What follows belongs to an exercise in optimizing a design on an open flow for small area, a short achievable clock period and few clock cycles; a production flow would make more cautious choices.
Where RTL was checked, it was by simulation tests only, not by an equivalence proof against the original.
Power and IR drop assume default switching activity.

==> v18: inputs <==
// JAM
module JAM (
    input CLK,
    input RST,
    output reg [2:0] W,
    output reg [2:0] J,
    input [6:0] Cost,
    output reg [3:0] MatchCount,
    output reg [9:0] MinCost,
    output reg Valid );
Settings: LEC_CHECK=0, CAP_MARGIN=20, CORE_MARGIN=2, CORE_UTILIZATION=65, SETUP_SLACK_MARGIN=1.0, SLEW_MARGIN=20; clock period 6.0 ns.
run.sh (not shown) runs the stock make flow with config.mk's settings and CLKGATE_MAP_FILE= SYNTH_SCRIPT=/design/flow/synth_recipe.tcl, a recipe that flattens the netlist after the stock synthesis.
==> inputs of v6, as changes to v18 <==
--- a/flow/design.v
+++ b/flow/design.v
@@ -19,13 +19,17 @@
 reg       c8;                
 reg       p1v;
 reg [2:0] p1w;
 reg [3:0] p1j;
 reg [6:0] cm;                
 reg [6:0] vlast;             
+reg       r2v;
+reg [2:0] r2w, r2j;
+reg [6:0] rx;                
 reg       bv;
+reg [2:0] bw;
 reg       vav;               
 reg [6:0] vadd;
 reg [6:0] badd;
 reg [9:0] base;
 reg       donescan;
 reg       x0go;
@@ -33,20 +37,29 @@
 reg [2:0] js [0:6];          
 reg [7:0] used;              
 reg       cvld;              
 reg       cdone;             
 reg [2:0] rW, rWm;           
 reg [2:0] jWm;               
+reg       fv;
+reg [2:0] fd, fj;
+reg [7:0] fu;
+reg [9:0] fpw;               
+reg [6:0] fuw;               
+reg [6:0] fvj;               
+reg [2:0] ffc;               
+reg [2:0] fr0, fr1;          
+reg [6:0] creg;
 reg       ev;
 reg [2:0] ed, ec;
 reg [7:0] eu;
 reg [9:0] ePU;               
 reg [8:0] eR;                
-reg [6:0] evj;               
-reg [2:0] efc;               
-reg [2:0] er0, er1;          
+reg [6:0] evj;
+reg [2:0] efc;
+reg [2:0] er0, er1;
 function [7:0] gtm;          
     input [2:0] a;
     gtm = 8'hfe << a;
 endfunction
 function [7:0] ltm;          
     input [2:0] a;
@@ -115,72 +128,70 @@
 endgenerate
 wire [2:0]  W1  = W + 3'd1;
 wire [9:0]  pw  = sel10(Pf, W, 3'd0);
 wire [6:0]  vj  = sel10(vf, J, 3'd0);
 wire [6:0]  uw  = sel10(uf, W, 3'd0);
 wire [2:0]  ra1 = sel10(raf, W, 3'd1);
+wire [7:0]  uc  = used | (8'd1 << J);
+wire [7:0]  fhi = ~uc & ~ltm(ra1);
+wire [2:0]  fc  = pe((|fhi) ? fhi : ~uc);
 wire [11:0] bst = {2'b00, MinCost};
-wire [12:0] PUs = add12({2'b00, pw}, {5'h1f, ~uw}, 1'b1);
+wire [12:0] PUs = add12({2'b00, fpw}, {5'h1f, ~fuw}, 1'b1);
 wire [9:0]  PU  = PUs[9:0];
-wire [23:0] rq  = csa(bst, {2'b11, ~pw}, {5'd0, uw});
+wire [23:0] rq  = csa(bst, {2'b11, ~fpw}, {5'd0, fuw});
 wire [12:0] Rs  = add12(rq[23:12], {rq[11:1], 1'b1}, 1'b0);
 wire [11:0] R   = Rs[11:0];
-wire [7:0]  uc  = used | (8'd1 << J);
-wire [7:0]  fhi = ~uc & ~ltm(ra1);
-wire [2:0]  fc  = pe((|fhi) ? fhi : ~uc);
-wire [2:0] raw = rW;
-wire       cfirst = cvld && J == raw && W != 3'd7;
-wire       cfree  = cfirst;
-wire [3:0] nA  = cnext(~used & between(J, raw), J);
+wire       cfree = cvld && J == rW && W != 3'd7;
+wire [3:0] nA  = cnext(~used & between(J, rW), J);
 wire       okA = nA[3];
 wire [2:0] Wm  = W - 3'd1;
-wire [2:0] jp  = jWm;
-wire [2:0] ram = rWm;
 wire [2:0] ra2 = sel10(raf, W, 3'd6);   
 wire [2:0] jp2 = sel10(jsf, W, 3'd6);   
-wire [7:0] uB  = used & ~(8'd1 << jp);
-wire [3:0] nB  = cnext(~uB & between(jp, ram), jp);
+wire [7:0] uB  = used & ~(8'd1 << jWm);
+wire [3:0] nB  = cnext(~uB & between(jWm, rWm), jWm);
 wire       okB = nB[3];
-wire [8:0] CV    = {2'b00, Cost} - {2'b00, evj};
+wire [8:0] CV    = {2'b00, creg} - {2'b00, evj};
 wire [9:0] cmpd  = {eR[8], eR} - {CV[8], CV};    
 wire       le    = !cmpd[9];
 wire       lt    = !cmpd[9] && (cmpd[8:0] != 9'd0);
 wire       acc   = ev && le;
 wire       leaf  = (ed == 3'd7);
 wire       redir = acc && !leaf;
 wire [9:0] sum   = ePU + {CV[8], CV};         
 wire [6:0] cmin  = (p1w == 3'd0 || Cost < cm) ? Cost : cm;
-wire       r1v   = p1v && p1j != 4'd0;
-wire [2:0] r1w   = p1w;
-wire [2:0] r1j   = p1j[2:0] - 3'd1;
-wire [6:0] rx    = P[7][6:0] - vlast;            
-wire [6:0] ru    = u[r1w];
+wire [6:0] ru    = u[r2w];
 wire [7:0] rd    = {1'b0, rx} - {1'b0, ru};      
 wire       rlt   = rd[7];
-wire       rfirst = (r1j == 3'd0);
+wire       rfirst = (r2j == 3'd0);
 wire [6:0] nu    = (rfirst || rlt) ? rx : ru;
 always @(posedge CLK or posedge RST) begin
     if (RST) begin
         state <= S_SCAN;
         c8 <= 1'b0;
         W <= 3'd0;
         J <= 3'd0;
         Valid <= 1'b0;
         p1v <= 1'b0;
+        r2v <= 1'b0;
         bv <= 1'b0;
         vav <= 1'b0;
         donescan <= 1'b0;
         x0go <= 1'b0;
         cvld <= 1'b0;
         cdone <= 1'b0;
+        fv <= 1'b0;
+        ev <= 1'b0;
     end else begin
         p1v <= (state == S_SCAN);
-        bv <= r1v && r1j == 3'd7;
+        r2v <= p1v && p1j != 4'd0;
+        bv <= r2v && r2j == 3'd7;
         vav <= p1v && p1j != 4'd8 && p1w == 3'd7;
-        donescan <= bv && r1w == 3'd0;       
+        donescan <= bv && bw == 3'd7;        
         x0go <= donescan;
+        fv <= cvld && !cfree && state == S_SRCH && !redir;
+        ev <= fv && !redir;
         case (state)
         S_SCAN: begin
             {c8, J, W} <= {c8, J, W} + 7'd1;
             if (c8 && W == 3'd7) state <= S_WAIT;
         end
         S_WAIT: begin
@@ -200,27 +211,29 @@
                 cdone <= 1'b0;
             end else if (cfree) begin
                 W <= W1;
                 J <= fc;
                 cvld <= 1'b1;
             end else if (cdone) begin
-                state <= S_DONE;
-                Valid <= 1'b1;
+                if (!fv && !ev) begin
+                    state <= S_DONE;
+                    Valid <= 1'b1;
+                end
             end else if (okA) begin
                 J <= nA[2:0];
                 cvld <= 1'b1;
             end else if (W == 3'd0) begin
                 cdone <= 1'b1;
                 cvld <= 1'b0;
             end else if (okB) begin
                 W <= Wm;
                 J <= nB[2:0];
                 cvld <= 1'b1;
             end else begin
                 W <= Wm;
-                J <= jp;
+                J <= jWm;
                 cvld <= 1'b0;
             end
         end
         default: ;
         endcase
     end
@@ -237,34 +250,47 @@
         cm <= cmin;
         if (p1w == 3'd7) begin
             v[p1j[2:0]] <= cmin;
             vlast <= cmin;
         end
     end
-    if (r1v) begin
-        u[r1w] <= nu;
-        if (rfirst || rlt) ra[r1w] <= r1j;
+    rx <= P[7][6:0] - vlast;
+    r2w <= p1w;
+    r2j <= p1j[2:0] - 3'd1;
+    if (r2v) begin
+        u[r2w] <= nu;
+        if (rfirst || rlt) ra[r2w] <= r2j;
     end
     badd <= nu;
+    bw <= r2w;
     vadd <= cmin;
     if (state == S_SCAN && p1v && p1w == 3'd0 && p1j == 4'd0)
         base <= 10'd0;
     else if (vav || bv)
         base <= base + (vav ? vadd : 7'd0) + (bv ? badd : 7'd0);
     if (x0go)
         P[0] <= base;
-    ev <= cvld && state == S_SRCH && !redir && !cfirst;
-    ed <= W;
-    ec <= J;
-    eu <= used;
+    creg <= Cost;
+    fd <= W;
+    fj <= J;
+    fu <= used;
+    fpw <= pw;
+    fuw <= uw;
+    fvj <= vj;
+    ffc <= fc;
+    fr0 <= rW;
+    fr1 <= ra1;
+    ed <= fd;
+    ec <= fj;
+    eu <= fu;
     ePU <= PU;
     eR <= (R[11] && R[10:8] != 3'b111) ? 9'h100 : (!R[11] && R[10:8] != 3'd0) ? 9'h0ff : R[8:0];
-    evj <= vj;
-    efc <= fc;
-    er0 <= rW;
-    er1 <= ra1;
+    evj <= fvj;
+    efc <= ffc;
+    er0 <= fr0;
+    er1 <= fr1;
     if (state != S_SRCH) begin
         rW <= ra[0];
     end else if (redir) begin
         rW <= er1;
         rWm <= er0;
         jWm <= ec;
@@ -277,33 +303,30 @@
         rWm <= ra2;
         jWm <= jp2;
     end
     if (state == S_SCAN || state == S_WAIT) begin
         MinCost <= 10'h3ff;
         used <= 8'd0;
-    end
-    if (state == S_SRCH) begin
+    end else if (state == S_SRCH) begin
         if (acc && leaf) begin
             if (lt) begin
                 MinCost <= sum;
                 MatchCount <= 4'd1;
             end else begin
                 MatchCount <= MatchCount + 4'd1;
             end
         end
         if (ev && !leaf) begin
             js[ed] <= ec;
             P[ed + 3'd1] <= sum;
         end
-        if (cfree) begin
-            js[W] <= J;
-            P[W1] <= pw;
-        end
         if (redir) begin
             used <= eu | (8'd1 << ec);
         end else if (cfree) begin
+            js[W] <= J;
+            P[W1] <= pw;
             used <= uc;
         end else if (!cdone && !okA && W != 3'd0) begin
             used <= uB;
         end
     end
 end
--- a/flow/config.mk
+++ b/flow/config.mk
@@ -5,8 +5,8 @@
 export SDC_FILE = /design/flow/constraint.sdc
 export NUM_CORES = 4
 export LEC_CHECK = 0
 export CAP_MARGIN = 20
 export CORE_MARGIN = 2
 export CORE_UTILIZATION = 65
-export SETUP_SLACK_MARGIN = 1.0
+export SETUP_SLACK_MARGIN = 2.0
 export SLEW_MARGIN = 20
==> inputs of v39, as changes to v18 <==
--- a/flow/design.v
+++ b/flow/design.v
@@ -19,13 +19,17 @@
 reg       c8;                
 reg       p1v;
 reg [2:0] p1w;
 reg [3:0] p1j;
 reg [6:0] cm;                
 reg [6:0] vlast;             
+reg       r2v;
+reg [2:0] r2w, r2j;
+reg [6:0] rx;                
 reg       bv;
+reg [2:0] bw;
 reg       vav;               
 reg [6:0] vadd;
 reg [6:0] badd;
 reg [9:0] base;
 reg       donescan;
 reg       x0go;
@@ -33,20 +37,26 @@
 reg [2:0] js [0:6];          
 reg [7:0] used;              
 reg       cvld;              
 reg       cdone;             
 reg [2:0] rW, rWm;           
 reg [2:0] jWm;               
+reg       fv;
+reg [2:0] fd, fj;
+reg [7:0] fu;
+reg [9:0] fPU;               
+reg [6:0] fvj;               
+reg [2:0] ffc;               
+reg [6:0] creg;
 reg       ev;
 reg [2:0] ed, ec;
 reg [7:0] eu;
-reg [9:0] ePU;               
-reg [8:0] eR;                
-reg [6:0] evj;               
-reg [2:0] efc;               
-reg [2:0] er0, er1;          
+reg [9:0] eK;                
+reg [7:0] eT;                
+reg       eneg;              
+reg [2:0] efc;
 function [7:0] gtm;          
     input [2:0] a;
     gtm = 8'hfe << a;
 endfunction
 function [7:0] ltm;          
     input [2:0] a;
@@ -115,72 +125,69 @@
 endgenerate
 wire [2:0]  W1  = W + 3'd1;
 wire [9:0]  pw  = sel10(Pf, W, 3'd0);
 wire [6:0]  vj  = sel10(vf, J, 3'd0);
 wire [6:0]  uw  = sel10(uf, W, 3'd0);
 wire [2:0]  ra1 = sel10(raf, W, 3'd1);
-wire [11:0] bst = {2'b00, MinCost};
 wire [12:0] PUs = add12({2'b00, pw}, {5'h1f, ~uw}, 1'b1);
-wire [9:0]  PU  = PUs[9:0];
-wire [23:0] rq  = csa(bst, {2'b11, ~pw}, {5'd0, uw});
-wire [12:0] Rs  = add12(rq[23:12], {rq[11:1], 1'b1}, 1'b0);
-wire [11:0] R   = Rs[11:0];
+wire [9:0]  PU  = PUs[9:0];              
 wire [7:0]  uc  = used | (8'd1 << J);
 wire [7:0]  fhi = ~uc & ~ltm(ra1);
 wire [2:0]  fc  = pe((|fhi) ? fhi : ~uc);
-wire [2:0] raw = rW;
-wire       cfirst = cvld && J == raw && W != 3'd7;
-wire       cfree  = cfirst;
-wire [3:0] nA  = cnext(~used & between(J, raw), J);
+wire [23:0] tq  = csa({2'b00, MinCost}, {2'b11, ~fPU}, {5'd0, fvj});
+wire [12:0] Ts  = add12(tq[23:12], {tq[11:1], 1'b1}, 1'b0);
+wire [11:0] T   = Ts[11:0];
+wire [12:0] Ks  = add12({2'b00, fPU}, {5'h1f, ~fvj}, 1'b1);
+wire [9:0]  K   = Ks[9:0];
+wire       cfree = cvld && J == rW && W != 3'd7;
+wire [3:0] nA  = cnext(~used & between(J, rW), J);
 wire       okA = nA[3];
 wire [2:0] Wm  = W - 3'd1;
-wire [2:0] jp  = jWm;
-wire [2:0] ram = rWm;
 wire [2:0] ra2 = sel10(raf, W, 3'd6);   
 wire [2:0] jp2 = sel10(jsf, W, 3'd6);   
-wire [7:0] uB  = used & ~(8'd1 << jp);
-wire [3:0] nB  = cnext(~uB & between(jp, ram), jp);
+wire [7:0] uB  = used & ~(8'd1 << jWm);
+wire [3:0] nB  = cnext(~uB & between(jWm, rWm), jWm);
 wire       okB = nB[3];
-wire [8:0] CV    = {2'b00, Cost} - {2'b00, evj};
-wire [9:0] cmpd  = {eR[8], eR} - {CV[8], CV};    
-wire       le    = !cmpd[9];
-wire       lt    = !cmpd[9] && (cmpd[8:0] != 9'd0);
-wire       acc   = ev && le;
+wire       le    = {1'b0, creg} <= eT;
+wire       lt    = {1'b0, creg} <  eT;
+wire       acc   = ev && !eneg && le;
 wire       leaf  = (ed == 3'd7);
 wire       redir = acc && !leaf;
-wire [9:0] sum   = ePU + {CV[8], CV};         
+wire [9:0] sum   = eK + creg;                  
 wire [6:0] cmin  = (p1w == 3'd0 || Cost < cm) ? Cost : cm;
-wire       r1v   = p1v && p1j != 4'd0;
-wire [2:0] r1w   = p1w;
-wire [2:0] r1j   = p1j[2:0] - 3'd1;
-wire [6:0] rx    = P[7][6:0] - vlast;            
-wire [6:0] ru    = u[r1w];
+wire [6:0] ru    = u[r2w];
 wire [7:0] rd    = {1'b0, rx} - {1'b0, ru};      
 wire       rlt   = rd[7];
-wire       rfirst = (r1j == 3'd0);
+wire       rfirst = (r2j == 3'd0);
 wire [6:0] nu    = (rfirst || rlt) ? rx : ru;
 always @(posedge CLK or posedge RST) begin
     if (RST) begin
         state <= S_SCAN;
         c8 <= 1'b0;
         W <= 3'd0;
         J <= 3'd0;
         Valid <= 1'b0;
         p1v <= 1'b0;
+        r2v <= 1'b0;
         bv <= 1'b0;
         vav <= 1'b0;
         donescan <= 1'b0;
         x0go <= 1'b0;
         cvld <= 1'b0;
         cdone <= 1'b0;
+        fv <= 1'b0;
+        ev <= 1'b0;
     end else begin
         p1v <= (state == S_SCAN);
-        bv <= r1v && r1j == 3'd7;
+        r2v <= p1v && p1j != 4'd0;
+        bv <= r2v && r2j == 3'd7;
         vav <= p1v && p1j != 4'd8 && p1w == 3'd7;
-        donescan <= bv && r1w == 3'd0;       
+        donescan <= bv && bw == 3'd7;        
         x0go <= donescan;
+        fv <= cvld && !cfree && state == S_SRCH && !redir;
+        ev <= fv && !redir;
         case (state)
         S_SCAN: begin
             {c8, J, W} <= {c8, J, W} + 7'd1;
             if (c8 && W == 3'd7) state <= S_WAIT;
         end
         S_WAIT: begin
@@ -200,27 +207,29 @@
                 cdone <= 1'b0;
             end else if (cfree) begin
                 W <= W1;
                 J <= fc;
                 cvld <= 1'b1;
             end else if (cdone) begin
-                state <= S_DONE;
-                Valid <= 1'b1;
+                if (!fv && !ev) begin
+                    state <= S_DONE;
+                    Valid <= 1'b1;
+                end
             end else if (okA) begin
                 J <= nA[2:0];
                 cvld <= 1'b1;
             end else if (W == 3'd0) begin
                 cdone <= 1'b1;
                 cvld <= 1'b0;
             end else if (okB) begin
                 W <= Wm;
                 J <= nB[2:0];
                 cvld <= 1'b1;
             end else begin
                 W <= Wm;
-                J <= jp;
+                J <= jWm;
                 cvld <= 1'b0;
             end
         end
         default: ;
         endcase
     end
@@ -237,39 +246,47 @@
         cm <= cmin;
         if (p1w == 3'd7) begin
             v[p1j[2:0]] <= cmin;
             vlast <= cmin;
         end
     end
-    if (r1v) begin
-        u[r1w] <= nu;
-        if (rfirst || rlt) ra[r1w] <= r1j;
+    rx <= P[7][6:0] - vlast;
+    r2w <= p1w;
+    r2j <= p1j[2:0] - 3'd1;
+    if (r2v) begin
+        u[r2w] <= nu;
+        if (rfirst || rlt) ra[r2w] <= r2j;
     end
     badd <= nu;
+    bw <= r2w;
     vadd <= cmin;
     if (state == S_SCAN && p1v && p1w == 3'd0 && p1j == 4'd0)
         base <= 10'd0;
     else if (vav || bv)
         base <= base + (vav ? vadd : 7'd0) + (bv ? badd : 7'd0);
     if (x0go)
         P[0] <= base;
-    ev <= cvld && state == S_SRCH && !redir && !cfirst;
-    ed <= W;
-    ec <= J;
-    eu <= used;
-    ePU <= PU;
-    eR <= (R[11] && R[10:8] != 3'b111) ? 9'h100 : (!R[11] && R[10:8] != 3'd0) ? 9'h0ff : R[8:0];
-    evj <= vj;
-    efc <= fc;
-    er0 <= rW;
-    er1 <= ra1;
+    creg <= Cost;
+    fd <= W;
+    fj <= J;
+    fu <= used;
+    fPU <= PU;
+    fvj <= vj;
+    ffc <= fc;
+    ed <= fd;
+    ec <= fj;
+    eu <= fu;
+    eK <= K;
+    eneg <= T[11];
+    eT <= (T[10:8] != 3'd0) ? 8'hff : T[7:0];
+    efc <= ffc;
     if (state != S_SRCH) begin
         rW <= ra[0];
     end else if (redir) begin
-        rW <= er1;
-        rWm <= er0;
+        rW <= sel10(raf, ed, 3'd1);
+        rWm <= sel10(raf, ed, 3'd0);
         jWm <= ec;
     end else if (cfree) begin
         rW <= ra1;
         rWm <= rW;
         jWm <= J;
     end else if (!cdone && !okA && W != 3'd0) begin
@@ -277,14 +294,13 @@
         rWm <= ra2;
         jWm <= jp2;
     end
     if (state == S_SCAN || state == S_WAIT) begin
         MinCost <= 10'h3ff;
         used <= 8'd0;
-    end
-    if (state == S_SRCH) begin
+    end else if (state == S_SRCH) begin
         if (acc && leaf) begin
             if (lt) begin
                 MinCost <= sum;
                 MatchCount <= 4'd1;
             end else begin
                 MatchCount <= MatchCount + 4'd1;
--- a/flow/config.mk
+++ b/flow/config.mk
@@ -5,8 +5,8 @@
 export SDC_FILE = /design/flow/constraint.sdc
 export NUM_CORES = 4
 export LEC_CHECK = 0
 export CAP_MARGIN = 20
 export CORE_MARGIN = 2
 export CORE_UTILIZATION = 65
-export SETUP_SLACK_MARGIN = 1.0
+export SETUP_SLACK_MARGIN = 2.5
 export SLEW_MARGIN = 20
==> inputs of v34, as changes to v18 <==
--- a/flow/design.v
+++ b/flow/design.v
@@ -20,33 +20,28 @@
 reg       p1v;
 reg [2:0] p1w;
 reg [3:0] p1j;
 reg [6:0] cm;                
 reg [6:0] vlast;             
 reg       bv;
-reg       vav;               
-reg [6:0] vadd;
 reg [6:0] badd;
 reg [9:0] base;
 reg       donescan;
 reg       x0go;
 reg [9:0] P  [0:7];          
 reg [2:0] js [0:6];          
 reg [7:0] used;              
 reg       cvld;              
 reg       cdone;             
-reg [2:0] rW, rWm;           
-reg [2:0] jWm;               
 reg       ev;
 reg [2:0] ed, ec;
 reg [7:0] eu;
 reg [9:0] ePU;               
 reg [8:0] eR;                
 reg [6:0] evj;               
 reg [2:0] efc;               
-reg [2:0] er0, er1;          
 function [7:0] gtm;          
     input [2:0] a;
     gtm = 8'hfe << a;
 endfunction
 function [7:0] ltm;          
     input [2:0] a;
@@ -124,22 +119,20 @@
 wire [23:0] rq  = csa(bst, {2'b11, ~pw}, {5'd0, uw});
 wire [12:0] Rs  = add12(rq[23:12], {rq[11:1], 1'b1}, 1'b0);
 wire [11:0] R   = Rs[11:0];
 wire [7:0]  uc  = used | (8'd1 << J);
 wire [7:0]  fhi = ~uc & ~ltm(ra1);
 wire [2:0]  fc  = pe((|fhi) ? fhi : ~uc);
-wire [2:0] raw = rW;
+wire [2:0] raw = sel10(raf, W, 3'd0);
 wire       cfirst = cvld && J == raw && W != 3'd7;
 wire       cfree  = cfirst;
 wire [3:0] nA  = cnext(~used & between(J, raw), J);
 wire       okA = nA[3];
 wire [2:0] Wm  = W - 3'd1;
-wire [2:0] jp  = jWm;
-wire [2:0] ram = rWm;
-wire [2:0] ra2 = sel10(raf, W, 3'd6);   
-wire [2:0] jp2 = sel10(jsf, W, 3'd6);   
+wire [2:0] jp  = sel10(jsf, W, 3'd7);
+wire [2:0] ram = sel10(raf, W, 3'd7);
 wire [7:0] uB  = used & ~(8'd1 << jp);
 wire [3:0] nB  = cnext(~uB & between(jp, ram), jp);
 wire       okB = nB[3];
 wire [8:0] CV    = {2'b00, Cost} - {2'b00, evj};
 wire [9:0] cmpd  = {eR[8], eR} - {CV[8], CV};    
 wire       le    = !cmpd[9];
@@ -164,21 +157,19 @@
         c8 <= 1'b0;
         W <= 3'd0;
         J <= 3'd0;
         Valid <= 1'b0;
         p1v <= 1'b0;
         bv <= 1'b0;
-        vav <= 1'b0;
         donescan <= 1'b0;
         x0go <= 1'b0;
         cvld <= 1'b0;
         cdone <= 1'b0;
     end else begin
         p1v <= (state == S_SCAN);
         bv <= r1v && r1j == 3'd7;
-        vav <= p1v && p1j != 4'd8 && p1w == 3'd7;
         donescan <= bv && r1w == 3'd0;       
         x0go <= donescan;
         case (state)
         S_SCAN: begin
             {c8, J, W} <= {c8, J, W} + 7'd1;
             if (c8 && W == 3'd7) state <= S_WAIT;
@@ -242,44 +233,28 @@
     end
     if (r1v) begin
         u[r1w] <= nu;
         if (rfirst || rlt) ra[r1w] <= r1j;
     end
     badd <= nu;
-    vadd <= cmin;
     if (state == S_SCAN && p1v && p1w == 3'd0 && p1j == 4'd0)
         base <= 10'd0;
-    else if (vav || bv)
-        base <= base + (vav ? vadd : 7'd0) + (bv ? badd : 7'd0);
+    else if (p1v && p1j != 4'd8 && p1w == 3'd7)
+        base <= base + cmin;
+    else if (bv)
+        base <= base + badd;
     if (x0go)
         P[0] <= base;
     ev <= cvld && state == S_SRCH && !redir && !cfirst;
     ed <= W;
     ec <= J;
     eu <= used;
     ePU <= PU;
     eR <= (R[11] && R[10:8] != 3'b111) ? 9'h100 : (!R[11] && R[10:8] != 3'd0) ? 9'h0ff : R[8:0];
     evj <= vj;
     efc <= fc;
-    er0 <= rW;
-    er1 <= ra1;
-    if (state != S_SRCH) begin
-        rW <= ra[0];
-    end else if (redir) begin
-        rW <= er1;
-        rWm <= er0;
-        jWm <= ec;
-    end else if (cfree) begin
-        rW <= ra1;
-        rWm <= rW;
-        jWm <= J;
-    end else if (!cdone && !okA && W != 3'd0) begin
-        rW <= rWm;
-        rWm <= ra2;
-        jWm <= jp2;
-    end
     if (state == S_SCAN || state == S_WAIT) begin
         MinCost <= 10'h3ff;
         used <= 8'd0;
     end
     if (state == S_SRCH) begin
         if (acc && leaf) begin
@@ -287,23 +262,19 @@
                 MinCost <= sum;
                 MatchCount <= 4'd1;
             end else begin
                 MatchCount <= MatchCount + 4'd1;
             end
         end
-        if (ev && !leaf) begin
+        if (redir) begin
             js[ed] <= ec;
             P[ed + 3'd1] <= sum;
-        end
-        if (cfree) begin
+            used <= eu | (8'd1 << ec);
+        end else if (cfree) begin
             js[W] <= J;
             P[W1] <= pw;
-        end
-        if (redir) begin
-            used <= eu | (8'd1 << ec);
-        end else if (cfree) begin
             used <= uc;
         end else if (!cdone && !okA && W != 3'd0) begin
             used <= uB;
         end
     end
 end
==> notes.md <==
- In v39 the core utilization is lower than in v34, by 0.70 points.
- Die area, lowest first: v34, v18, v39, v6.
- Of v6 and v18, v6 has the higher setup slack (gap 1100 ps).
- Clock power: v34 < v18 < v39 < v6.
- Of v39 and v18, v18 has the higher critical path depth (gap 7).
- Of v6 and v34, v34 has the higher non-clock buffer count (gap 39).
- Global-route usage, lowest first: v34, v6, v18, v39.
- The highest hold slack belongs to v34, the lowest to v39.
- Of v39 and v34, v39 has the higher sequential share of layout area (gap 2.0 points).
- The lowest cell count belongs to v34, the highest to v39.
Testbench counts of v39, summed over its fixed seeds: cycles 7,032.
Function not checked in v18, v6 and v34: the RTL went through the layout flow alone.

-- static timing again, ports no longer ideal --
Ports are ideal in the flow. The routed layouts listed here were re-timed in OpenROAD.
Step 1, drivers: a clkbuf_16 drives CLK and a buf_2 each remaining input, both assumed.
Step 2 also shifts input and output timing later by t, the mid clock arrival at the registers, as if the neighbouring blocks saw the same clock.
Slacks: ideal / step 1 / step 2; pairs: ideal / step 1.
run | t, ns | setup WS [ns] | latest minus earliest clock arrival (ns) | slew at the worst register clock pin (ns) | worst slew at a driven data input, ns
v18 | 0.595 | 0.896 / 0.896 / 0.527 | 0.029 / 0.029 | 0.07 / 0.07 | 0.03
v6 | 0.643 | 1.962 / 1.962 / 1.886 | 0.020 / 0.020 | 0.07 / 0.07 | 0.04
v39 | 0.615 | 2.354 / 2.354 / 1.991 | 0.019 / 0.019 | 0.07 / 0.07 | 0.04
v34 | 0.577 | 0.979 / 1.012 / 0.435 | 0.023 / 0.023 | 0.07 / 0.07 | 0.03
After both steps setup and hold are still met in every run listed. For v34, which loses most, drivers alone change the setup slack by +0.033 ns; drivers and shift together by -0.544 ns.
